What follows belongs to an exercise in optimizing a design on an open flow for small area; a production flow would make more cautious choices. Only simulation tests tie the RTL to the original design; equivalence was not proved. Power and IR drop assume default switching activity.

==> flow/design.v, too long to show whole: its modules and the start of the top module <==
// module conv_top: 1789 lines
// module cv_fa: 4 lines
// module cv_sel: 4 lines
// module cv_sel21: 3 lines
// module cv_sel2: 3 lines
// module cv_ha: 4 lines
module conv_top (
   input  logic         clk,
   input  logic         rst,
   input  logic [511:0] image,
   input  logic [71:0]  kernel,
   output logic [287:0] conv_out,
   output logic         layer_done_out
);
  // ...
==> flow/flow/run.sh <==
#!/bin/bash
# The standard layout (standard.sh, with the standard synthesis unchanged),
# with changes that only affect cell sizes:
#  - after synthesis, combinational cells that abc upsized are set back to
#    drive strength 1 (flow/downsize.tcl); the repair steps of the layout
#    upsize again where timing, slew or load need it;
#  - the port buffers that global placement inserts use buf_1;
#  - clock tree synthesis uses clkbuf_4/clkbuf_8 and adds no dummy loads.
# Each step's full output is in synth.log, downsize.log and layout.log here
# (and ORFS's per-step logs under orfs/logs).
set -e
export CTS_ARGS="-sink_clustering_enable -repair_clock_nets -dont_use_dummy_load -buf_list {sky130_fd_sc_hd__clkbuf_4 sky130_fd_sc_hd__clkbuf_8}"
export BUFFER_PORTS_ARGS="-buffer_cell sky130_fd_sc_hd__buf_1"
bash standard.sh synth > synth.log 2>&1
openroad -no_init -exit flow/downsize.tcl > downsize.log 2>&1
bash standard.sh > layout.log 2>&1
==> flow/flow/downsize.tcl <==
# Set combinational cells of the synthesized netlist to drive strength 1.
set odb orfs/results/sky130hd/conv_top/base/1_synth.odb
read_db $odb
set db [ord::get_db]
set block [ord::get_db_block]
set n 0
foreach inst [$block getInsts] {
   set m [$inst getMaster]
   set name [$m getName]
   if {[regexp {^(sky130_fd_sc_hd__([a-z0-9]+))_([0-9]+)$} $name -> base kind drive]} {
      if {$drive <= 1} continue
      if {[regexp {^(df|edf|sdf|dl|sdl|clk|conb|tap|fill|decap|diode|lpflow|probe)} $kind]} continue
      set new [$db findMaster ${base}_1]
      if {$new == "NULL" || $new == ""} continue
      $inst swapMaster $new
      incr n
   }
}
puts "downsized $n instances"
write_db $odb
==> flow/standard.sh <==
#!/bin/bash
# synth_recipe.tcl (not shown) runs the flow's synth.tcl, then flattens the netlist and writes it again
# the make line also repeats each setting of config.mk as NAME=value (left out here)
make -C /OpenROAD-flow-scripts/flow DESIGN_CONFIG=/design/flow/config.mk WORK_HOME=/design/flow/orfs CLKGATE_MAP_FILE= SYNTH_SCRIPT=/design/flow/synth_recipe.tcl "${@:-finish}"
==> flow/config.mk <==
export PLATFORM = sky130hd
export DESIGN_NAME = conv_top
export DESIGN_NICKNAME = conv_top
export VERILOG_FILES = /design/flow/design.v
export SDC_FILE = /design/flow/constraint.sdc
export NUM_CORES = 4
export LEC_CHECK = 0
export CAP_MARGIN = 20
export CORE_MARGIN = 2
export CORE_UTILIZATION = 30
export GPL_TIMING_DRIVEN = 0
export PLACE_DENSITY = 0.6
export SLEW_MARGIN = 20
export SYNTH_HIERARCHICAL = 1
export SYNTH_MINIMUM_KEEP_SIZE = 0
==> flow/constraint.sdc <==
create_clock -name core_clock -period 11.0 [get_ports {clk}]
set_input_delay 2.2000 -clock core_clock [delete_from_list [all_inputs] [get_ports {clk}]]
set_output_delay 2.2000 -clock core_clock [all_outputs]
set_load 0.01 [all_outputs]
==> notes.md, run 1 <==
status=finished clean; Hold/Removal Path Class=reg2reg; fraction of area in multi-input gates=52.95%; kind of critical path=in2reg; delay-heaviest family, CP=adder cells; DRC=0; fin area=0.02920 mm2; CTS max path bufs=3; Critical path destination=s1[18]; n_diodes=19; cell count after synthesis=between 1500 and 2000; crit-path cells=buf_1 > or4_1 > o41ai_2 > nor2_1 > a221oi_1 > fa_1 > fa_1 > fa_1 > fa_1 > fa_1 > fa_1 > fa_1 > fa_2 > fa_2 > fa_2 > fa_2 > fa_1 > fa_1 > fa_1 > ha_1 > fa_1 > fa_1 > ha_1; Post-CTS Hold Fix Bufs=0; Clock Skew=126.6 ps; P_seq=approximately 2.1 mW; Final Util=38.57%; die area=0.07843 mm2; Slew @ Worst Pin=1288 ps; largest net degree at the start of global routing=55; max frequency=92.32 MHz; Critical Path End Type=flip-flop; Final nets=3779; RD Place Congestion=0.9398; Clk. pwr=just over 0.9 mW; area growth from synthesis to layout=27.72%; Routed WL=roughly 130 mm; Final Power=~9.4 mW; Worst path depth=23; crit path max fanout=8; Largest register FFs=around 290
==> inputs of run 2 (changes only) <==
--- a/flow/design.v
+++ b/flow/design.v
@@ -925,7 +925,7 @@
 wire r1130;
 wire r1131;
 wire r1132;
-cv_sel2 u_q1 (.e0(e0_0[0]), .x0(p0[0]), .e1(e0_0[2]), .x1(p0x3[0]), .y(q1));
+assign q1 = ~(w0[0] & p0[0]);
 cv_sel u_q2 (.e0(e0_0[0]), .x0(p0[1]), .e1(e0_0[1]), .x1(p0[0]), .e2(e0_0[2]), .x2(p0x3[1]), .y(q2));
 cv_sel u_q3 (.e0(e0_0[0]), .x0(p0[2]), .e1(e0_0[1]), .x1(p0[1]), .e2(e0_0[2]), .x2(p0x3[2]), .y(q3));
 cv_sel u_q4 (.e0(e0_0[0]), .x0(p0[3]), .e1(e0_0[1]), .x1(p0[2]), .e2(e0_0[2]), .x2(p0x3[3]), .y(q4));
@@ -935,7 +935,7 @@
 cv_sel u_q8 (.e0(e0_0[0]), .x0(p0[7]), .e1(e0_0[1]), .x1(p0[6]), .e2(e0_0[2]), .x2(p0x3[7]), .y(q8));
 cv_sel2 u_q9 (.e0(e0_0[1]), .x0(p0[7]), .e1(e0_0[2]), .x1(p0x3[8]), .y(q9));
 assign q10 = ~((e0_0[2] & p0x3[9]));
-cv_sel2 u_q11 (.e0(e0_1[0]), .x0(p0[0]), .e1(e0_1[2]), .x1(p0x3[0]), .y(q11));
+assign q11 = ~(w0[2] & p0[0]);
 cv_sel u_q12 (.e0(e0_1[0]), .x0(p0[1]), .e1(e0_1[1]), .x1(p0[0]), .e2(e0_1[2]), .x2(p0x3[1]), .y(q12));
 cv_sel u_q13 (.e0(e0_1[0]), .x0(p0[2]), .e1(e0_1[1]), .x1(p0[1]), .e2(e0_1[2]), .x2(p0x3[2]), .y(q13));
 cv_sel u_q14 (.e0(e0_1[0]), .x0(p0[3]), .e1(e0_1[1]), .x1(p0[2]), .e2(e0_1[2]), .x2(p0x3[3]), .y(q14));
@@ -945,7 +945,7 @@
 cv_sel u_q18 (.e0(e0_1[0]), .x0(p0[7]), .e1(e0_1[1]), .x1(p0[6]), .e2(e0_1[2]), .x2(p0x3[7]), .y(q18));
 cv_sel2 u_q19 (.e0(e0_1[1]), .x0(p0[7]), .e1(e0_1[2]), .x1(p0x3[8]), .y(q19));
 assign q20 = ~((e0_1[2] & p0x3[9]));
-cv_sel2 u_q21 (.e0(e0_2[0]), .x0(p0[0]), .e1(e0_2[2]), .x1(p0x3[0]), .y(q21));
+assign q21 = ~(w0[4] & p0[0]);
 cv_sel u_q22 (.e0(e0_2[0]), .x0(p0[1]), .e1(e0_2[1]), .x1(p0[0]), .e2(e0_2[2]), .x2(p0x3[1]), .y(q22));
 cv_sel u_q23 (.e0(e0_2[0]), .x0(p0[2]), .e1(e0_2[1]), .x1(p0[1]), .e2(e0_2[2]), .x2(p0x3[2]), .y(q23));
 cv_sel u_q24 (.e0(e0_2[0]), .x0(p0[3]), .e1(e0_2[1]), .x1(p0[2]), .e2(e0_2[2]), .x2(p0x3[3]), .y(q24));
@@ -965,7 +965,7 @@
 cv_sel u_q38 (.e0(e0_3[0]), .x0(p0[7]), .e1(e0_3[1]), .x1(p0n[7]), .e2(e0_3[2]), .x2(p0n[6]), .y(q38));
 assign q39 = ~(e0_3[1] | (e0_3[2] & p0n[7]));
 assign q40 = (e0_3[1] | e0_3[2]);
-cv_sel2 u_q41 (.e0(e3_0[0]), .x0(p1[0]), .e1(e3_0[2]), .x1(p1x3[0]), .y(q41));
+assign q41 = ~(w3[0] & p1[0]);
 cv_sel u_q42 (.e0(e3_0[0]), .x0(p1[1]), .e1(e3_0[1]), .x1(p1[0]), .e2(e3_0[2]), .x2(p1x3[1]), .y(q42));
 cv_sel u_q43 (.e0(e3_0[0]), .x0(p1[2]), .e1(e3_0[1]), .x1(p1[1]), .e2(e3_0[2]), .x2(p1x3[2]), .y(q43));
 cv_sel u_q44 (.e0(e3_0[0]), .x0(p1[3]), .e1(e3_0[1]), .x1(p1[2]), .e2(e3_0[2]), .x2(p1x3[3]), .y(q44));
@@ -975,7 +975,7 @@
 cv_sel u_q48 (.e0(e3_0[0]), .x0(p1[7]), .e1(e3_0[1]), .x1(p1[6]), .e2(e3_0[2]), .x2(p1x3[7]), .y(q48));
 cv_sel2 u_q49 (.e0(e3_0[1]), .x0(p1[7]), .e1(e3_0[2]), .x1(p1x3[8]), .y(q49));
 assign q50 = ~((e3_0[2] & p1x3[9]));
-cv_sel2 u_q51 (.e0(e3_1[0]), .x0(p1[0]), .e1(e3_1[2]), .x1(p1x3[0]), .y(q51));
+assign q51 = ~(w3[2] & p1[0]);
 cv_sel u_q52 (.e0(e3_1[0]), .x0(p1[1]), .e1(e3_1[1]), .x1(p1[0]), .e2(e3_1[2]), .x2(p1x3[1]), .y(q52));
 cv_sel u_q53 (.e0(e3_1[0]), .x0(p1[2]), .e1(e3_1[1]), .x1(p1[1]), .e2(e3_1[2]), .x2(p1x3[2]), .y(q53));
 cv_sel u_q54 (.e0(e3_1[0]), .x0(p1[3]), .e1(e3_1[1]), .x1(p1[2]), .e2(e3_1[2]), .x2(p1x3[3]), .y(q54));
@@ -985,7 +985,7 @@
 cv_sel u_q58 (.e0(e3_1[0]), .x0(p1[7]), .e1(e3_1[1]), .x1(p1[6]), .e2(e3_1[2]), .x2(p1x3[7]), .y(q58));
 cv_sel2 u_q59 (.e0(e3_1[1]), .x0(p1[7]), .e1(e3_1[2]), .x1(p1x3[8]), .y(q59));
 assign q60 = ~((e3_1[2] & p1x3[9]));
-cv_sel2 u_q61 (.e0(e3_2[0]), .x0(p1[0]), .e1(e3_2[2]), .x1(p1x3[0]), .y(q61));
+assign q61 = ~(w3[4] & p1[0]);
 cv_sel u_q62 (.e0(e3_2[0]), .x0(p1[1]), .e1(e3_2[1]), .x1(p1[0]), .e2(e3_2[2]), .x2(p1x3[1]), .y(q62));
 cv_sel u_q63 (.e0(e3_2[0]), .x0(p1[2]), .e1(e3_2[1]), .x1(p1[1]), .e2(e3_2[2]), .x2(p1x3[2]), .y(q63));
 cv_sel u_q64 (.e0(e3_2[0]), .x0(p1[3]), .e1(e3_2[1]), .x1(p1[2]), .e2(e3_2[2]), .x2(p1x3[3]), .y(q64));
@@ -1005,7 +1005,7 @@
 cv_sel u_q78 (.e0(e3_3[0]), .x0(p1[7]), .e1(e3_3[1]), .x1(p1n[7]), .e2(e3_3[2]), .x2(p1n[6]), .y(q78));
 assign q79 = ~(e3_3[1] | (e3_3[2] & p1n[7]));
 assign q80 = (e3_3[1] | e3_3[2]);
-cv_sel2 u_q81 (.e0(e6_0[0]), .x0(p2[0]), .e1(e6_0[2]), .x1(p2x3[0]), .y(q81));
+assign q81 = ~(w6[0] & p2[0]);
 cv_sel u_q82 (.e0(e6_0[0]), .x0(p2[1]), .e1(e6_0[1]), .x1(p2[0]), .e2(e6_0[2]), .x2(p2x3[1]), .y(q82));
 cv_sel u_q83 (.e0(e6_0[0]), .x0(p2[2]), .e1(e6_0[1]), .x1(p2[1]), .e2(e6_0[2]), .x2(p2x3[2]), .y(q83));
 cv_sel u_q84 (.e0(e6_0[0]), .x0(p2[3]), .e1(e6_0[1]), .x1(p2[2]), .e2(e6_0[2]), .x2(p2x3[3]), .y(q84));
@@ -1015,7 +1015,7 @@
 cv_sel u_q88 (.e0(e6_0[0]), .x0(p2[7]), .e1(e6_0[1]), .x1(p2[6]), .e2(e6_0[2]), .x2(p2x3[7]), .y(q88));
 cv_sel2 u_q89 (.e0(e6_0[1]), .x0(p2[7]), .e1(e6_0[2]), .x1(p2x3[8]), .y(q89));
 assign q90 = ~((e6_0[2] & p2x3[9]));
-cv_sel2 u_q91 (.e0(e6_1[0]), .x0(p2[0]), .e1(e6_1[2]), .x1(p2x3[0]), .y(q91));
+assign q91 = ~(w6[2] & p2[0]);
 cv_sel u_q92 (.e0(e6_1[0]), .x0(p2[1]), .e1(e6_1[1]), .x1(p2[0]), .e2(e6_1[2]), .x2(p2x3[1]), .y(q92));
 cv_sel u_q93 (.e0(e6_1[0]), .x0(p2[2]), .e1(e6_1[1]), .x1(p2[1]), .e2(e6_1[2]), .x2(p2x3[2]), .y(q93));
 cv_sel u_q94 (.e0(e6_1[0]), .x0(p2[3]), .e1(e6_1[1]), .x1(p2[2]), .e2(e6_1[2]), .x2(p2x3[3]), .y(q94));
@@ -1025,7 +1025,7 @@
 cv_sel u_q98 (.e0(e6_1[0]), .x0(p2[7]), .e1(e6_1[1]), .x1(p2[6]), .e2(e6_1[2]), .x2(p2x3[7]), .y(q98));
 cv_sel2 u_q99 (.e0(e6_1[1]), .x0(p2[7]), .e1(e6_1[2]), .x1(p2x3[8]), .y(q99));
 assign q100 = ~((e6_1[2] & p2x3[9]));
-cv_sel2 u_q101 (.e0(e6_2[0]), .x0(p2[0]), .e1(e6_2[2]), .x1(p2x3[0]), .y(q101));
+assign q101 = ~(w6[4] & p2[0]);
 cv_sel u_q102 (.e0(e6_2[0]), .x0(p2[1]), .e1(e6_2[1]), .x1(p2[0]), .e2(e6_2[2]), .x2(p2x3[1]), .y(q102));
 cv_sel u_q103 (.e0(e6_2[0]), .x0(p2[2]), .e1(e6_2[1]), .x1(p2[1]), .e2(e6_2[2]), .x2(p2x3[2]), .y(q103));
 cv_sel u_q104 (.e0(e6_2[0]), .x0(p2[3]), .e1(e6_2[1]), .x1(p2[2]), .e2(e6_2[2]), .x2(p2x3[3]), .y(q104));
@@ -1170,7 +1170,7 @@
 assign k349 = ~c348;
 assign k350 = ~c348;
 always_ff @(posedge clk) s0 <= {s347, s345, s343, s341, s339, s337, s335, s333, s331, s329, s327, s325, s323, s305, s285, s251, s203, s121};
-cv_sel2 u_q351 (.e0(e1_0[0]), .x0(p0[0]), .e1(e1_0[2]), .x1(p0x3[0]), .y(q351));
+assign q351 = ~(w1[0] & p0[0]);
 cv_sel u_q352 (.e0(e1_0[0]), .x0(p0[1]), .e1(e1_0[1]), .x1(p0[0]), .e2(e1_0[2]), .x2(p0x3[1]), .y(q352));
 cv_sel u_q353 (.e0(e1_0[0]), .x0(p0[2]), .e1(e1_0[1]), .x1(p0[1]), .e2(e1_0[2]), .x2(p0x3[2]), .y(q353));
 cv_sel u_q354 (.e0(e1_0[0]), .x0(p0[3]), .e1(e1_0[1]), .x1(p0[2]), .e2(e1_0[2]), .x2(p0x3[3]), .y(q354));
@@ -1180,7 +1180,7 @@
 cv_sel u_q358 (.e0(e1_0[0]), .x0(p0[7]), .e1(e1_0[1]), .x1(p0[6]), .e2(e1_0[2]), .x2(p0x3[7]), .y(q358));
 cv_sel2 u_q359 (.e0(e1_0[1]), .x0(p0[7]), .e1(e1_0[2]), .x1(p0x3[8]), .y(q359));
 assign q360 = ~((e1_0[2] & p0x3[9]));
-cv_sel2 u_q361 (.e0(e1_1[0]), .x0(p0[0]), .e1(e1_1[2]), .x1(p0x3[0]), .y(q361));
+assign q361 = ~(w1[2] & p0[0]);
 cv_sel u_q362 (.e0(e1_1[0]), .x0(p0[1]), .e1(e1_1[1]), .x1(p0[0]), .e2(e1_1[2]), .x2(p0x3[1]), .y(q362));
 cv_sel u_q363 (.e0(e1_1[0]), .x0(p0[2]), .e1(e1_1[1]), .x1(p0[1]), .e2(e1_1[2]), .x2(p0x3[2]), .y(q363));
 cv_sel u_q364 (.e0(e1_1[0]), .x0(p0[3]), .e1(e1_1[1]), .x1(p0[2]), .e2(e1_1[2]), .x2(p0x3[3]), .y(q364));
@@ -1190,7 +1190,7 @@
 cv_sel u_q368 (.e0(e1_1[0]), .x0(p0[7]), .e1(e1_1[1]), .x1(p0[6]), .e2(e1_1[2]), .x2(p0x3[7]), .y(q368));
 cv_sel2 u_q369 (.e0(e1_1[1]), .x0(p0[7]), .e1(e1_1[2]), .x1(p0x3[8]), .y(q369));
 assign q370 = ~((e1_1[2] & p0x3[9]));
-cv_sel2 u_q371 (.e0(e1_2[0]), .x0(p0[0]), .e1(e1_2[2]), .x1(p0x3[0]), .y(q371));
+assign q371 = ~(w1[4] & p0[0]);
 cv_sel u_q372 (.e0(e1_2[0]), .x0(p0[1]), .e1(e1_2[1]), .x1(p0[0]), .e2(e1_2[2]), .x2(p0x3[1]), .y(q372));
 cv_sel u_q373 (.e0(e1_2[0]), .x0(p0[2]), .e1(e1_2[1]), .x1(p0[1]), .e2(e1_2[2]), .x2(p0x3[2]), .y(q373));
 cv_sel u_q374 (.e0(e1_2[0]), .x0(p0[3]), .e1(e1_2[1]), .x1(p0[2]), .e2(e1_2[2]), .x2(p0x3[3]), .y(q374));
@@ -1210,7 +1210,7 @@
 cv_sel u_q388 (.e0(e1_3[0]), .x0(p0[7]), .e1(e1_3[1]), .x1(p0n[7]), .e2(e1_3[2]), .x2(p0n[6]), .y(q388));
 assign q389 = ~(e1_3[1] | (e1_3[2] & p0n[7]));
 assign q390 = (e1_3[1] | e1_3[2]);
-cv_sel2 u_q391 (.e0(e4_0[0]), .x0(p1[0]), .e1(e4_0[2]), .x1(p1x3[0]), .y(q391));
+assign q391 = ~(w4[0] & p1[0]);
 cv_sel u_q392 (.e0(e4_0[0]), .x0(p1[1]), .e1(e4_0[1]), .x1(p1[0]), .e2(e4_0[2]), .x2(p1x3[1]), .y(q392));
 cv_sel u_q393 (.e0(e4_0[0]), .x0(p1[2]), .e1(e4_0[1]), .x1(p1[1]), .e2(e4_0[2]), .x2(p1x3[2]), .y(q393));
 cv_sel u_q394 (.e0(e4_0[0]), .x0(p1[3]), .e1(e4_0[1]), .x1(p1[2]), .e2(e4_0[2]), .x2(p1x3[3]), .y(q394));
@@ -1220,7 +1220,7 @@
 cv_sel u_q398 (.e0(e4_0[0]), .x0(p1[7]), .e1(e4_0[1]), .x1(p1[6]), .e2(e4_0[2]), .x2(p1x3[7]), .y(q398));
 cv_sel2 u_q399 (.e0(e4_0[1]), .x0(p1[7]), .e1(e4_0[2]), .x1(p1x3[8]), .y(q399));
 assign q400 = ~((e4_0[2] & p1x3[9]));
-cv_sel2 u_q401 (.e0(e4_1[0]), .x0(p1[0]), .e1(e4_1[2]), .x1(p1x3[0]), .y(q401));
+assign q401 = ~(w4[2] & p1[0]);
 cv_sel u_q402 (.e0(e4_1[0]), .x0(p1[1]), .e1(e4_1[1]), .x1(p1[0]), .e2(e4_1[2]), .x2(p1x3[1]), .y(q402));
 cv_sel u_q403 (.e0(e4_1[0]), .x0(p1[2]), .e1(e4_1[1]), .x1(p1[1]), .e2(e4_1[2]), .x2(p1x3[2]), .y(q403));
 cv_sel u_q404 (.e0(e4_1[0]), .x0(p1[3]), .e1(e4_1[1]), .x1(p1[2]), .e2(e4_1[2]), .x2(p1x3[3]), .y(q404));
@@ -1230,7 +1230,7 @@
 cv_sel u_q408 (.e0(e4_1[0]), .x0(p1[7]), .e1(e4_1[1]), .x1(p1[6]), .e2(e4_1[2]), .x2(p1x3[7]), .y(q408));
 cv_sel2 u_q409 (.e0(e4_1[1]), .x0(p1[7]), .e1(e4_1[2]), .x1(p1x3[8]), .y(q409));
 assign q410 = ~((e4_1[2] & p1x3[9]));
-cv_sel2 u_q411 (.e0(e4_2[0]), .x0(p1[0]), .e1(e4_2[2]), .x1(p1x3[0]), .y(q411));
+assign q411 = ~(w4[4] & p1[0]);
 cv_sel u_q412 (.e0(e4_2[0]), .x0(p1[1]), .e1(e4_2[1]), .x1(p1[0]), .e2(e4_2[2]), .x2(p1x3[1]), .y(q412));
 cv_sel u_q413 (.e0(e4_2[0]), .x0(p1[2]), .e1(e4_2[1]), .x1(p1[1]), .e2(e4_2[2]), .x2(p1x3[2]), .y(q413));
 cv_sel u_q414 (.e0(e4_2[0]), .x0(p1[3]), .e1(e4_2[1]), .x1(p1[2]), .e2(e4_2[2]), .x2(p1x3[3]), .y(q414));
@@ -1250,7 +1250,7 @@
 cv_sel u_q428 (.e0(e4_3[0]), .x0(p1[7]), .e1(e4_3[1]), .x1(p1n[7]), .e2(e4_3[2]), .x2(p1n[6]), .y(q428));
 assign q429 = ~(e4_3[1] | (e4_3[2] & p1n[7]));
 assign q430 = (e4_3[1] | e4_3[2]);
-cv_sel2 u_q431 (.e0(e7_0[0]), .x0(p2[0]), .e1(e7_0[2]), .x1(p2x3[0]), .y(q431));
+assign q431 = ~(w7[0] & p2[0]);
 cv_sel u_q432 (.e0(e7_0[0]), .x0(p2[1]), .e1(e7_0[1]), .x1(p2[0]), .e2(e7_0[2]), .x2(p2x3[1]), .y(q432));
 cv_sel u_q433 (.e0(e7_0[0]), .x0(p2[2]), .e1(e7_0[1]), .x1(p2[1]), .e2(e7_0[2]), .x2(p2x3[2]), .y(q433));
 cv_sel u_q434 (.e0(e7_0[0]), .x0(p2[3]), .e1(e7_0[1]), .x1(p2[2]), .e2(e7_0[2]), .x2(p2x3[3]), .y(q434));
@@ -1260,7 +1260,7 @@
 cv_sel u_q438 (.e0(e7_0[0]), .x0(p2[7]), .e1(e7_0[1]), .x1(p2[6]), .e2(e7_0[2]), .x2(p2x3[7]), .y(q438));
 cv_sel2 u_q439 (.e0(e7_0[1]), .x0(p2[7]), .e1(e7_0[2]), .x1(p2x3[8]), .y(q439));
 assign q440 = ~((e7_0[2] & p2x3[9]));
-cv_sel2 u_q441 (.e0(e7_1[0]), .x0(p2[0]), .e1(e7_1[2]), .x1(p2x3[0]), .y(q441));
+assign q441 = ~(w7[2] & p2[0]);
 cv_sel u_q442 (.e0(e7_1[0]), .x0(p2[1]), .e1(e7_1[1]), .x1(p2[0]), .e2(e7_1[2]), .x2(p2x3[1]), .y(q442));
 cv_sel u_q443 (.e0(e7_1[0]), .x0(p2[2]), .e1(e7_1[1]), .x1(p2[1]), .e2(e7_1[2]), .x2(p2x3[2]), .y(q443));
 cv_sel u_q444 (.e0(e7_1[0]), .x0(p2[3]), .e1(e7_1[1]), .x1(p2[2]), .e2(e7_1[2]), .x2(p2x3[3]), .y(q444));
@@ -1270,7 +1270,7 @@
 cv_sel u_q448 (.e0(e7_1[0]), .x0(p2[7]), .e1(e7_1[1]), .x1(p2[6]), .e2(e7_1[2]), .x2(p2x3[7]), .y(q448));
 cv_sel2 u_q449 (.e0(e7_1[1]), .x0(p2[7]), .e1(e7_1[2]), .x1(p2x3[8]), .y(q449));
 assign q450 = ~((e7_1[2] & p2x3[9]));
-cv_sel2 u_q451 (.e0(e7_2[0]), .x0(p2[0]), .e1(e7_2[2]), .x1(p2x3[0]), .y(q451));
+assign q451 = ~(w7[4] & p2[0]);
 cv_sel u_q452 (.e0(e7_2[0]), .x0(p2[1]), .e1(e7_2[1]), .x1(p2[0]), .e2(e7_2[2]), .x2(p2x3[1]), .y(q452));
 cv_sel u_q453 (.e0(e7_2[0]), .x0(p2[2]), .e1(e7_2[1]), .x1(p2[1]), .e2(e7_2[2]), .x2(p2x3[2]), .y(q453));
 cv_sel u_q454 (.e0(e7_2[0]), .x0(p2[3]), .e1(e7_2[1]), .x1(p2[2]), .e2(e7_2[2]), .x2(p2x3[3]), .y(q454));
@@ -1435,7 +1435,7 @@
 cv_ha u_s735 (.a(k660), .b(c734), .s(s735), .co(c736));
 assign k737 = ~c736;
 always_ff @(posedge clk) s1 <= {s735, s733, s731, s729, s727, s725, s723, s721, s719, s717, s715, s713, s711, s709, s705, s685, s661, s617, s553};
-cv_sel2 u_q738 (.e0(e2_0[0]), .x0(p0[0]), .e1(e2_0[2]), .x1(p0x3[0]), .y(q738));
+assign q738 = ~(w2[0] & p0[0]);
 cv_sel u_q739 (.e0(e2_0[0]), .x0(p0[1]), .e1(e2_0[1]), .x1(p0[0]), .e2(e2_0[2]), .x2(p0x3[1]), .y(q739));
 cv_sel u_q740 (.e0(e2_0[0]), .x0(p0[2]), .e1(e2_0[1]), .x1(p0[1]), .e2(e2_0[2]), .x2(p0x3[2]), .y(q740));
 cv_sel u_q741 (.e0(e2_0[0]), .x0(p0[3]), .e1(e2_0[1]), .x1(p0[2]), .e2(e2_0[2]), .x2(p0x3[3]), .y(q741));
@@ -1445,7 +1445,7 @@
 cv_sel u_q745 (.e0(e2_0[0]), .x0(p0[7]), .e1(e2_0[1]), .x1(p0[6]), .e2(e2_0[2]), .x2(p0x3[7]), .y(q745));
 cv_sel2 u_q746 (.e0(e2_0[1]), .x0(p0[7]), .e1(e2_0[2]), .x1(p0x3[8]), .y(q746));
 assign q747 = ~((e2_0[2] & p0x3[9]));
-cv_sel2 u_q748 (.e0(e2_1[0]), .x0(p0[0]), .e1(e2_1[2]), .x1(p0x3[0]), .y(q748));
+assign q748 = ~(w2[2] & p0[0]);
 cv_sel u_q749 (.e0(e2_1[0]), .x0(p0[1]), .e1(e2_1[1]), .x1(p0[0]), .e2(e2_1[2]), .x2(p0x3[1]), .y(q749));
 cv_sel u_q750 (.e0(e2_1[0]), .x0(p0[2]), .e1(e2_1[1]), .x1(p0[1]), .e2(e2_1[2]), .x2(p0x3[2]), .y(q750));
 cv_sel u_q751 (.e0(e2_1[0]), .x0(p0[3]), .e1(e2_1[1]), .x1(p0[2]), .e2(e2_1[2]), .x2(p0x3[3]), .y(q751));
@@ -1455,7 +1455,7 @@
 cv_sel u_q755 (.e0(e2_1[0]), .x0(p0[7]), .e1(e2_1[1]), .x1(p0[6]), .e2(e2_1[2]), .x2(p0x3[7]), .y(q755));
 cv_sel2 u_q756 (.e0(e2_1[1]), .x0(p0[7]), .e1(e2_1[2]), .x1(p0x3[8]), .y(q756));
 assign q757 = ~((e2_1[2] & p0x3[9]));
-cv_sel2 u_q758 (.e0(e2_2[0]), .x0(p0[0]), .e1(e2_2[2]), .x1(p0x3[0]), .y(q758));
+assign q758 = ~(w2[4] & p0[0]);
 cv_sel u_q759 (.e0(e2_2[0]), .x0(p0[1]), .e1(e2_2[1]), .x1(p0[0]), .e2(e2_2[2]), .x2(p0x3[1]), .y(q759));
 cv_sel u_q760 (.e0(e2_2[0]), .x0(p0[2]), .e1(e2_2[1]), .x1(p0[1]), .e2(e2_2[2]), .x2(p0x3[2]), .y(q760));
 cv_sel u_q761 (.e0(e2_2[0]), .x0(p0[3]), .e1(e2_2[1]), .x1(p0[2]), .e2(e2_2[2]), .x2(p0x3[3]), .y(q761));
@@ -1475,7 +1475,7 @@
 cv_sel u_q775 (.e0(e2_3[0]), .x0(p0[7]), .e1(e2_3[1]), .x1(p0n[7]), .e2(e2_3[2]), .x2(p0n[6]), .y(q775));
 assign q776 = ~(e2_3[1] | (e2_3[2] & p0n[7]));
 assign q777 = (e2_3[1] | e2_3[2]);
-cv_sel2 u_q778 (.e0(e5_0[0]), .x0(p1[0]), .e1(e5_0[2]), .x1(p1x3[0]), .y(q778));
+assign q778 = ~(w5[0] & p1[0]);
 cv_sel u_q779 (.e0(e5_0[0]), .x0(p1[1]), .e1(e5_0[1]), .x1(p1[0]), .e2(e5_0[2]), .x2(p1x3[1]), .y(q779));
 cv_sel u_q780 (.e0(e5_0[0]), .x0(p1[2]), .e1(e5_0[1]), .x1(p1[1]), .e2(e5_0[2]), .x2(p1x3[2]), .y(q780));
 cv_sel u_q781 (.e0(e5_0[0]), .x0(p1[3]), .e1(e5_0[1]), .x1(p1[2]), .e2(e5_0[2]), .x2(p1x3[3]), .y(q781));
@@ -1485,7 +1485,7 @@
 cv_sel u_q785 (.e0(e5_0[0]), .x0(p1[7]), .e1(e5_0[1]), .x1(p1[6]), .e2(e5_0[2]), .x2(p1x3[7]), .y(q785));
 cv_sel2 u_q786 (.e0(e5_0[1]), .x0(p1[7]), .e1(e5_0[2]), .x1(p1x3[8]), .y(q786));
 assign q787 = ~((e5_0[2] & p1x3[9]));
-cv_sel2 u_q788 (.e0(e5_1[0]), .x0(p1[0]), .e1(e5_1[2]), .x1(p1x3[0]), .y(q788));
+assign q788 = ~(w5[2] & p1[0]);
 cv_sel u_q789 (.e0(e5_1[0]), .x0(p1[1]), .e1(e5_1[1]), .x1(p1[0]), .e2(e5_1[2]), .x2(p1x3[1]), .y(q789));
 cv_sel u_q790 (.e0(e5_1[0]), .x0(p1[2]), .e1(e5_1[1]), .x1(p1[1]), .e2(e5_1[2]), .x2(p1x3[2]), .y(q790));
 cv_sel u_q791 (.e0(e5_1[0]), .x0(p1[3]), .e1(e5_1[1]), .x1(p1[2]), .e2(e5_1[2]), .x2(p1x3[3]), .y(q791));
@@ -1495,7 +1495,7 @@
 cv_sel u_q795 (.e0(e5_1[0]), .x0(p1[7]), .e1(e5_1[1]), .x1(p1[6]), .e2(e5_1[2]), .x2(p1x3[7]), .y(q795));
 cv_sel2 u_q796 (.e0(e5_1[1]), .x0(p1[7]), .e1(e5_1[2]), .x1(p1x3[8]), .y(q796));
 assign q797 = ~((e5_1[2] & p1x3[9]));
-cv_sel2 u_q798 (.e0(e5_2[0]), .x0(p1[0]), .e1(e5_2[2]), .x1(p1x3[0]), .y(q798));
+assign q798 = ~(w5[4] & p1[0]);
 cv_sel u_q799 (.e0(e5_2[0]), .x0(p1[1]), .e1(e5_2[1]), .x1(p1[0]), .e2(e5_2[2]), .x2(p1x3[1]), .y(q799));
 cv_sel u_q800 (.e0(e5_2[0]), .x0(p1[2]), .e1(e5_2[1]), .x1(p1[1]), .e2(e5_2[2]), .x2(p1x3[2]), .y(q800));
 cv_sel u_q801 (.e0(e5_2[0]), .x0(p1[3]), .e1(e5_2[1]), .x1(p1[2]), .e2(e5_2[2]), .x2(p1x3[3]), .y(q801));
@@ -1515,7 +1515,7 @@
 cv_sel u_q815 (.e0(e5_3[0]), .x0(p1[7]), .e1(e5_3[1]), .x1(p1n[7]), .e2(e5_3[2]), .x2(p1n[6]), .y(q815));
 assign q816 = ~(e5_3[1] | (e5_3[2] & p1n[7]));
 assign q817 = (e5_3[1] | e5_3[2]);
-cv_sel2 u_q818 (.e0(e8_0[0]), .x0(p2[0]), .e1(e8_0[2]), .x1(p2x3[0]), .y(q818));
+assign q818 = ~(w8[0] & p2[0]);
 cv_sel u_q819 (.e0(e8_0[0]), .x0(p2[1]), .e1(e8_0[1]), .x1(p2[0]), .e2(e8_0[2]), .x2(p2x3[1]), .y(q819));
 cv_sel u_q820 (.e0(e8_0[0]), .x0(p2[2]), .e1(e8_0[1]), .x1(p2[1]), .e2(e8_0[2]), .x2(p2x3[2]), .y(q820));
 cv_sel u_q821 (.e0(e8_0[0]), .x0(p2[3]), .e1(e8_0[1]), .x1(p2[2]), .e2(e8_0[2]), .x2(p2x3[3]), .y(q821));
@@ -1525,7 +1525,7 @@
 cv_sel u_q825 (.e0(e8_0[0]), .x0(p2[7]), .e1(e8_0[1]), .x1(p2[6]), .e2(e8_0[2]), .x2(p2x3[7]), .y(q825));
 cv_sel2 u_q826 (.e0(e8_0[1]), .x0(p2[7]), .e1(e8_0[2]), .x1(p2x3[8]), .y(q826));
 assign q827 = ~((e8_0[2] & p2x3[9]));
-cv_sel2 u_q828 (.e0(e8_1[0]), .x0(p2[0]), .e1(e8_1[2]), .x1(p2x3[0]), .y(q828));
+assign q828 = ~(w8[2] & p2[0]);
 cv_sel u_q829 (.e0(e8_1[0]), .x0(p2[1]), .e1(e8_1[1]), .x1(p2[0]), .e2(e8_1[2]), .x2(p2x3[1]), .y(q829));
 cv_sel u_q830 (.e0(e8_1[0]), .x0(p2[2]), .e1(e8_1[1]), .x1(p2[1]), .e2(e8_1[2]), .x2(p2x3[2]), .y(q830));
 cv_sel u_q831 (.e0(e8_1[0]), .x0(p2[3]), .e1(e8_1[1]), .x1(p2[2]), .e2(e8_1[2]), .x2(p2x3[3]), .y(q831));
@@ -1535,7 +1535,7 @@
 cv_sel u_q835 (.e0(e8_1[0]), .x0(p2[7]), .e1(e8_1[1]), .x1(p2[6]), .e2(e8_1[2]), .x2(p2x3[7]), .y(q835));
 cv_sel2 u_q836 (.e0(e8_1[1]), .x0(p2[7]), .e1(e8_1[2]), .x1(p2x3[8]), .y(q836));
 assign q837 = ~((e8_1[2] & p2x3[9]));
-cv_sel2 u_q838 (.e0(e8_2[0]), .x0(p2[0]), .e1(e8_2[2]), .x1(p2x3[0]), .y(q838));
+assign q838 = ~(w8[4] & p2[0]);
 cv_sel u_q839 (.e0(e8_2[0]), .x0(p2[1]), .e1(e8_2[1]), .x1(p2[0]), .e2(e8_2[2]), .x2(p2x3[1]), .y(q839));
 cv_sel u_q840 (.e0(e8_2[0]), .x0(p2[2]), .e1(e8_2[1]), .x1(p2[1]), .e2(e8_2[2]), .x2(p2x3[2]), .y(q840));
 cv_sel u_q841 (.e0(e8_2[0]), .x0(p2[3]), .e1(e8_2[1]), .x1(p2[2]), .e2(e8_2[2]), .x2(p2x3[3]), .y(q841));
@@ -1604,7 +1604,7 @@
 cv_fa u_s936 (.a(q776), .b(q816), .c(q856), .s(s936), .co(c937));
 assign k938 = ~(q777 ^ q817);
 assign k939 = q777 | q817;
-cv_fa u_s940 (.a(q818), .b(s1[0]), .c(k858), .s(s940), .co(c941));
+assign c941 = (q818 & s1[0]) | (q818 & k858) | (s1[0] & k858);
 cv_fa u_s942 (.a(q819), .b(s1[1]), .c(k860), .s(s942), .co(c943));
 cv_fa u_s944 (.a(q828), .b(s1[2]), .c(k862), .s(s944), .co(c945));
 cv_fa u_s946 (.a(q829), .b(s1[3]), .c(k866), .s(s946), .co(c947));
@@ -1637,7 +1637,7 @@
 cv_fa u_s1000 (.a(q857), .b(s1[15]), .c(k938), .s(s1000), .co(c1001));
 assign k1002 = ~(s1[16] ^ k939);
 assign k1003 = s1[16] | k939;
-cv_fa u_s1004 (.a(k859), .b(s942), .c(c941), .s(s1004), .co(c1005));
+assign c1005 = (k859 & s942) | (k859 & c941) | (s942 & c941);
 cv_fa u_s1006 (.a(s864), .b(k861), .c(s944), .s(s1006), .co(c1007));
 cv_fa u_s1008 (.a(s946), .b(s948), .c(c945), .s(s1008), .co(c1009));
 cv_fa u_s1010 (.a(c869), .b(s950), .c(s952), .s(s1010), .co(c1011));
@@ -1658,7 +1658,7 @@
 cv_fa u_s1040 (.a(c929), .b(c931), .c(s996), .s(s1040), .co(c1041));
 cv_fa u_s1042 (.a(c935), .b(s998), .c(c997), .s(s1042), .co(c1043));
 cv_fa u_s1044 (.a(c937), .b(s1000), .c(c999), .s(s1044), .co(c1045));
-cv_fa u_s1046 (.a(c943), .b(s1006), .c(c1005), .s(s1046), .co(c1047));
+assign c1047 = (c943 & s1006) | (c943 & c1005) | (s1006 & c1005);
 cv_fa u_s1048 (.a(c947), .b(c949), .c(s1010), .s(s1048), .co(c1049));
 cv_fa u_s1050 (.a(s1012), .b(s1014), .c(c1011), .s(s1050), .co(c1051));
 cv_fa u_s1052 (.a(c955), .b(c957), .c(s1016), .s(s1052), .co(c1053));
@@ -1670,7 +1670,7 @@
 cv_fa u_s1064 (.a(c991), .b(s1038), .c(c1035), .s(s1064), .co(c1065));
 cv_fa u_s1066 (.a(c993), .b(c995), .c(s1040), .s(s1066), .co(c1067));
 cv_fa u_s1068 (.a(k1002), .b(c1001), .c(c1045), .s(s1068), .co(c1069));
-cv_fa u_s1070 (.a(s1008), .b(c1007), .c(c1047), .s(s1070), .co(c1071));
+assign c1071 = (s1008 & c1007) | (s1008 & c1047) | (c1007 & c1047);
 cv_fa u_s1072 (.a(c1013), .b(c1015), .c(s1052), .s(s1072), .co(c1073));
 cv_fa u_s1074 (.a(c1017), .b(s1054), .c(c1053), .s(s1074), .co(c1075));
 cv_fa u_s1076 (.a(c1021), .b(s1056), .c(c1055), .s(s1076), .co(c1077));
@@ -1681,9 +1681,9 @@
 cv_fa u_s1086 (.a(c1039), .b(s1066), .c(c1065), .s(s1086), .co(c1087));
 cv_fa u_s1088 (.a(s1042), .b(c1041), .c(c1067), .s(s1088), .co(c1089));
 cv_fa u_s1090 (.a(s1[17]), .b(k1003), .c(c1069), .s(s1090), .co(c1091));
-cv_fa u_s1092 (.a(c1009), .b(s1048), .c(c1071), .s(s1092), .co(c1093));
+assign c1093 = (c1009 & s1048) | (c1009 & c1071) | (s1048 & c1071);
 cv_fa u_s1094 (.a(s1044), .b(c1043), .c(c1089), .s(s1094), .co(c1095));
-cv_fa u_s1096 (.a(s1050), .b(c1049), .c(c1093), .s(s1096), .co(c1097));
+assign c1097 = (s1050 & c1049) | (s1050 & c1093) | (c1049 & c1093);
 cv_fa u_s1098 (.a(c1051), .b(s1072), .c(c1097), .s(s1098), .co(c1099));
 cv_fa u_s1100 (.a(s1074), .b(c1073), .c(c1099), .s(s1100), .co(c1101));
 cv_fa u_s1102 (.a(s1076), .b(c1075), .c(c1101), .s(s1102), .co(c1103));
@@ -1692,11 +1692,11 @@
 cv_fa u_s1108 (.a(s1082), .b(c1081), .c(c1107), .s(s1108), .co(c1109));
 cv_fa u_s1110 (.a(s1084), .b(c1083), .c(c1109), .s(s1110), .co(c1111));
 cv_fa u_s1112 (.a(s1086), .b(c1085), .c(c1111), .s(s1112), .co(c1113));
-cv_fa u_s1114 (.a(s1088), .b(c1087), .c(c1113), .s(s1114), .co(c1115));
-cv_ha u_s1116 (.a(s1094), .b(c1115), .s(s1116), .co(c1117));
-cv_fa u_s1118 (.a(s1068), .b(c1095), .c(c1117), .s(s1118), .co(c1119));
-cv_ha u_s1120 (.a(s1090), .b(c1119), .s(s1120), .co(c1121));
-cv_fa u_s1122 (.a(~s1[18]), .b(c1091), .c(c1121), .s(s1122), .co(c1123));
+assign c1115 = (s1088 & c1087) | (s1088 & c1113) | (c1087 & c1113);
+assign c1117 = s1094 & c1115;
+assign c1119 = (s1068 & c1095) | (s1068 & c1117) | (c1095 & c1117);
+assign c1121 = s1090 & c1119;
+assign c1123 = (~s1[18] & c1091) | (~s1[18] & c1121) | (c1091 & c1121);
 assign k1124 = ~c1123;
 assign r1125 = k1124 & ~s1098;
 assign r1126 = k1124 & ~s1100;
--- a/flow/config.mk
+++ b/flow/config.mk
@@ -10,6 +10,7 @@
 export CORE_UTILIZATION = 30
 export GPL_TIMING_DRIVEN = 0
 export PLACE_DENSITY = 0.6
+export SETUP_SLACK_MARGIN = 0.2
 export SLEW_MARGIN = 20
 export SYNTH_HIERARCHICAL = 1
 export SYNTH_MINIMUM_KEEP_SIZE = 0
==> notes.md, run 2 <==
die width=278.5 um (was 280.0 um); dpl cell area=0.02773 mm2 (was 0.02803 mm2); num rows=100 (was 101); initial antenna violation count=48 (was 42); clock-pin slew on the worst setup and hold paths=50 ps (was 70 ps); share of layout cells above drive strength 1=7.123% (was 6.832%); Max-slew headroom=21.36% (was 13.03%); max frequency=92.95 MHz (was 92.32 MHz); die extent in y=278.5 um (was 280.0 um); Final Power=9.965 mW (was 9.412 mW); Largest Register=ring (unchanged); root buffer cell=clkbuf_8 (unchanged); total negative slack=0 ps (unchanged); worst skew pair latency=650 ps (was 680 ps); CP arrival=11280 ps (about the same); CTS max path bufs=3 (unchanged); # fillers=7557 (was 7592); delay-heaviest family, CP=adder cells (unchanged); yosys warns=7 (unchanged); Crit path required time=11520 ps (was 11450 ps); CTS Buf Count=56 (unchanged); RD Place Congestion=1.004 (was 0.9398); Post-CTS Hold Fix Bufs=0 (unchanged); max-cap viol count=0 (unchanged); Pre-antenna DRT Iters=17 (unchanged); fin area=0.02904 mm2 (was 0.02920 mm2); GR Util All Layers=32.25% (was 30.92%); non-filler cells, final=3796 (was 3778); status=finished clean (unchanged); Routed WL=131.6 mm (was 125.7 mm); Antenna Nets Post-Route=0 (unchanged); FF+latch area=0.007218 mm2 (was 0.007204 mm2); Critical Path End Type=flip-flop (unchanged); area of the multi-input gates=0.01524 mm2 (was 0.01546 mm2); most frequent cells in the layout=877 x buf_1, 428 x a222oi_1, 345 x fa_1, 325 x dfxtp_1, 119 x inv_1 (was 877 x buf_1, 428 x a222oi_1, 341 x fa_1, 326 x dfxtp_1, 129 x inv_1); area growth from synthesis to layout=28.50% (was 27.72%); I/O pin total=875 (unchanged); Slowest-stage cell, CP=or4_1 (unchanged); Hold/Removal Path Class=reg2reg (unchanged); most used cell, CP=fa_1 (unchanged); global-route wire length before repair=175.7 mm (was 172.3 mm); most common cell after layout, fill and taps aside=buf_1 (unchanged); Top Registers=ring (288), s1 (19), s0 (18) (unchanged); Overflow after GRT=0 (unchanged); H-tree depth=2 (unchanged); fin worst setup slack=241.3 ps (was 167.6 ps); Worst IR Drop VDD=767.1 uV (was 435.6 uV); slowest stage delay, CP=620 ps (was 580 ps); Final nets=3795 (was 3779); min Tclk post-route=10760 ps (was 10830 ps); Clock Skew=97.17 ps (was 126.6 ps); initial core utilization=30.31% (was 30.20%); drt wl/cell=34.68 um (was 33.27 um); Via density=6.312 (was 6.253); crit path max fanout=8 (unchanged); First DRT Iteration DRCs=5656 (was 5701); number of global-route vias before repair=23310 (was 23360); critical path startpoint category=primary input (unchanged); Largest register FFs=288 (unchanged); P_leak=10.12 nW (was 10.11 nW); CORE AREA=0.07457 mm2 (was 0.07570 mm2); Final Setup Violations=0 (unchanged); DRC=0 (unchanged); # port buffers=874 (unchanged); kind of critical path=in2reg (unchanged); die area=0.07754 mm2 (was 0.07843 mm2); CTS tree=yes (unchanged); Slew @ Worst Pin=1180 ps (was 1288 ps); Post-Place Setup Slack=-1059 ps (was -1957 ps); RSZ-0062 raised after global routing=false (unchanged); Synth Area per Inst=12.53 um2 (was 12.68 um2); Tcrit/Tclk final=97.81% (was 98.48%); final hold viol count=0 (unchanged); HPWL after DPL=106.1 mm (was 101.3 mm); Critical path buffers and inverters=1 (unchanged); Pwr per Cell Area=343.2 mW/mm2 (was 322.4 mW/mm2); Syn Nets=2789 (was 2799); cell count after synthesis=1804 (was 1803); Mapped Area=0.02260 mm2 (was 0.02286 mm2); placed instance count=3686 (was 3688); largest net degree at the start of global routing=46 (was 55); crit-path cells=buf_1 > or4_1 > o41ai_4 > nor2_1 > a221oi_1 > fa_1 > fa_1 > fa_1 > fa_1 > fa_1 > fa_1 > fa_1 > fa_1 > fa_1 > fa_1 > fa_1 > fa_1 > fa_1 > a21oi_1 > or4_1 > nand4_1 > o2bb2ai_1 (was buf_1 > or4_1 > o41ai_2 > nor2_1 > a221oi_1 > fa_1 > fa_1 > fa_1 > fa_1 > fa_1 > fa_1 > fa_1 > fa_2 > fa_2 > fa_2 > fa_2 > fa_1 > fa_1 > fa_1 > ha_1 > fa_1 > fa_1 > ha_1); clk sinks=356 (unchanged); Final Max Tran Viols=0 (unchanged); Vias=23960 (was 23620)
[run 2: cell type report]
cell class / instances / share of cell area (%)
Tap cell: 969 / 4.175
Sequential cell: 356 / 24.86
Antenna cell: 19 / 0.1637
Inverter: 119 / 1.538
Multi-Input combinational cell: 1318 / 52.48
Timing Repair Buffer: 948 / 13.99
Buffer: 11 / 0.1465
Clock buffer: 56 / 2.654
[run 2: path summary, 6_finish.rpt]
| kind | startpoint | endpoint | slack, ps | cells after the start |
|---|---|---|---|---|
| worst max-delay path | kernel[68] | ring[36] | 240 | 22 |
| worst min register to register | ring[122] | ring[130] | 320 | 0 |
| worst min-delay path | ring[122] | ring[130] | 320 | 0 |
| max in group asynchronous | rst | asynchronous set/reset pin | 9130 | 1 |
| min in group asynchronous | rst | tq[0] | 1540 | 1 |
| worst max register to register | p0[1] | s0[17] | 340 | 25 |
[run 2: metrics by stage]
stage / hold WS [ps] / util [%]
after global placement: 331.4 / 36.35
after detailed placement: 332.9 / 37.19
after CTS: 299.2 / 38.43
final: 318.9 / 38.94
after floorplan: 381.7 / -
after global routing: 331.6 / 38.92
[run 2: worst reg2reg max path, delay by kind of cell (launching register included)]
kind	cells	cell delay, ps
AOI/OAI and AO/OA	1	400
adders and majority gates	23	9480
buffers and inverters	1	230
DFF	1	420
[run 2: layer usage]
| metal | GRT usage [%] | share of wire [%] |
|---|---|---|
| met4 | 13.52 | 5.2 |
| met1 | 40.41 | 37 |
| met5 | 2.126 | 0.36 |
| met3 | 14.15 | 15 |
| met2 | 48.09 | 43 |
[run 2: repair_timing]
action,CTS,global route
buffers inserted,7,26
gates resized for setup,24,20
endpoints found under the setup margin,29,18
pin swaps,9,19
[run 2: report_power, final]
part | leakage (nW) | switching [mW] | total (mW) | internal, mW
Clock | 0.403 | 0.478 | 0.924 | 0.446
Sequential | 2.98 | 0.305 | 2.10 | 1.79
Combinational | 6.74 | 4.06 | 6.94 | 2.88
Total | 10.1 | 4.85 | 9.97 | 5.12

-- what the ideal ports hide --
The flow's constraints put no driver on any port. The routed layouts listed below were extracted and timed again, unchanged, in two steps.
Step 1 sets driving cells, clkbuf_16 on the clock port and buf_2 on the other inputs (assumed; they add their load-dependent delay and slew).
Step 2 adds t to the input delays and takes it off the output delays; t is the mean of the earliest and latest rising clock arrival at the registers after step 1. Input paths then give back, and output paths get back, about the clock's delay inside the block.
Slacks: no drivers / after step 1 / after step 2; pairs: no drivers / after step 1.
| run | t (ns) | slack for setup (ns) | worst hold slack (ns) | worst setup path at the end |
|---|---|---|---|---|
| run 1 | 0.663 | 0.168 / 0.176 / -0.475 | 0.311 / 0.311 / 0.311 | input to register |
| run 2 | 0.653 | 0.241 / 0.273 / -0.380 | 0.319 / 0.319 / 0.319 | input to register |
Met with ideal ports but missed after step 2: setup timing in run 1 and run 2. For run 1, which loses most, drivers alone change the setup slack by +0.008 ns; drivers and shift together by -0.643 ns.
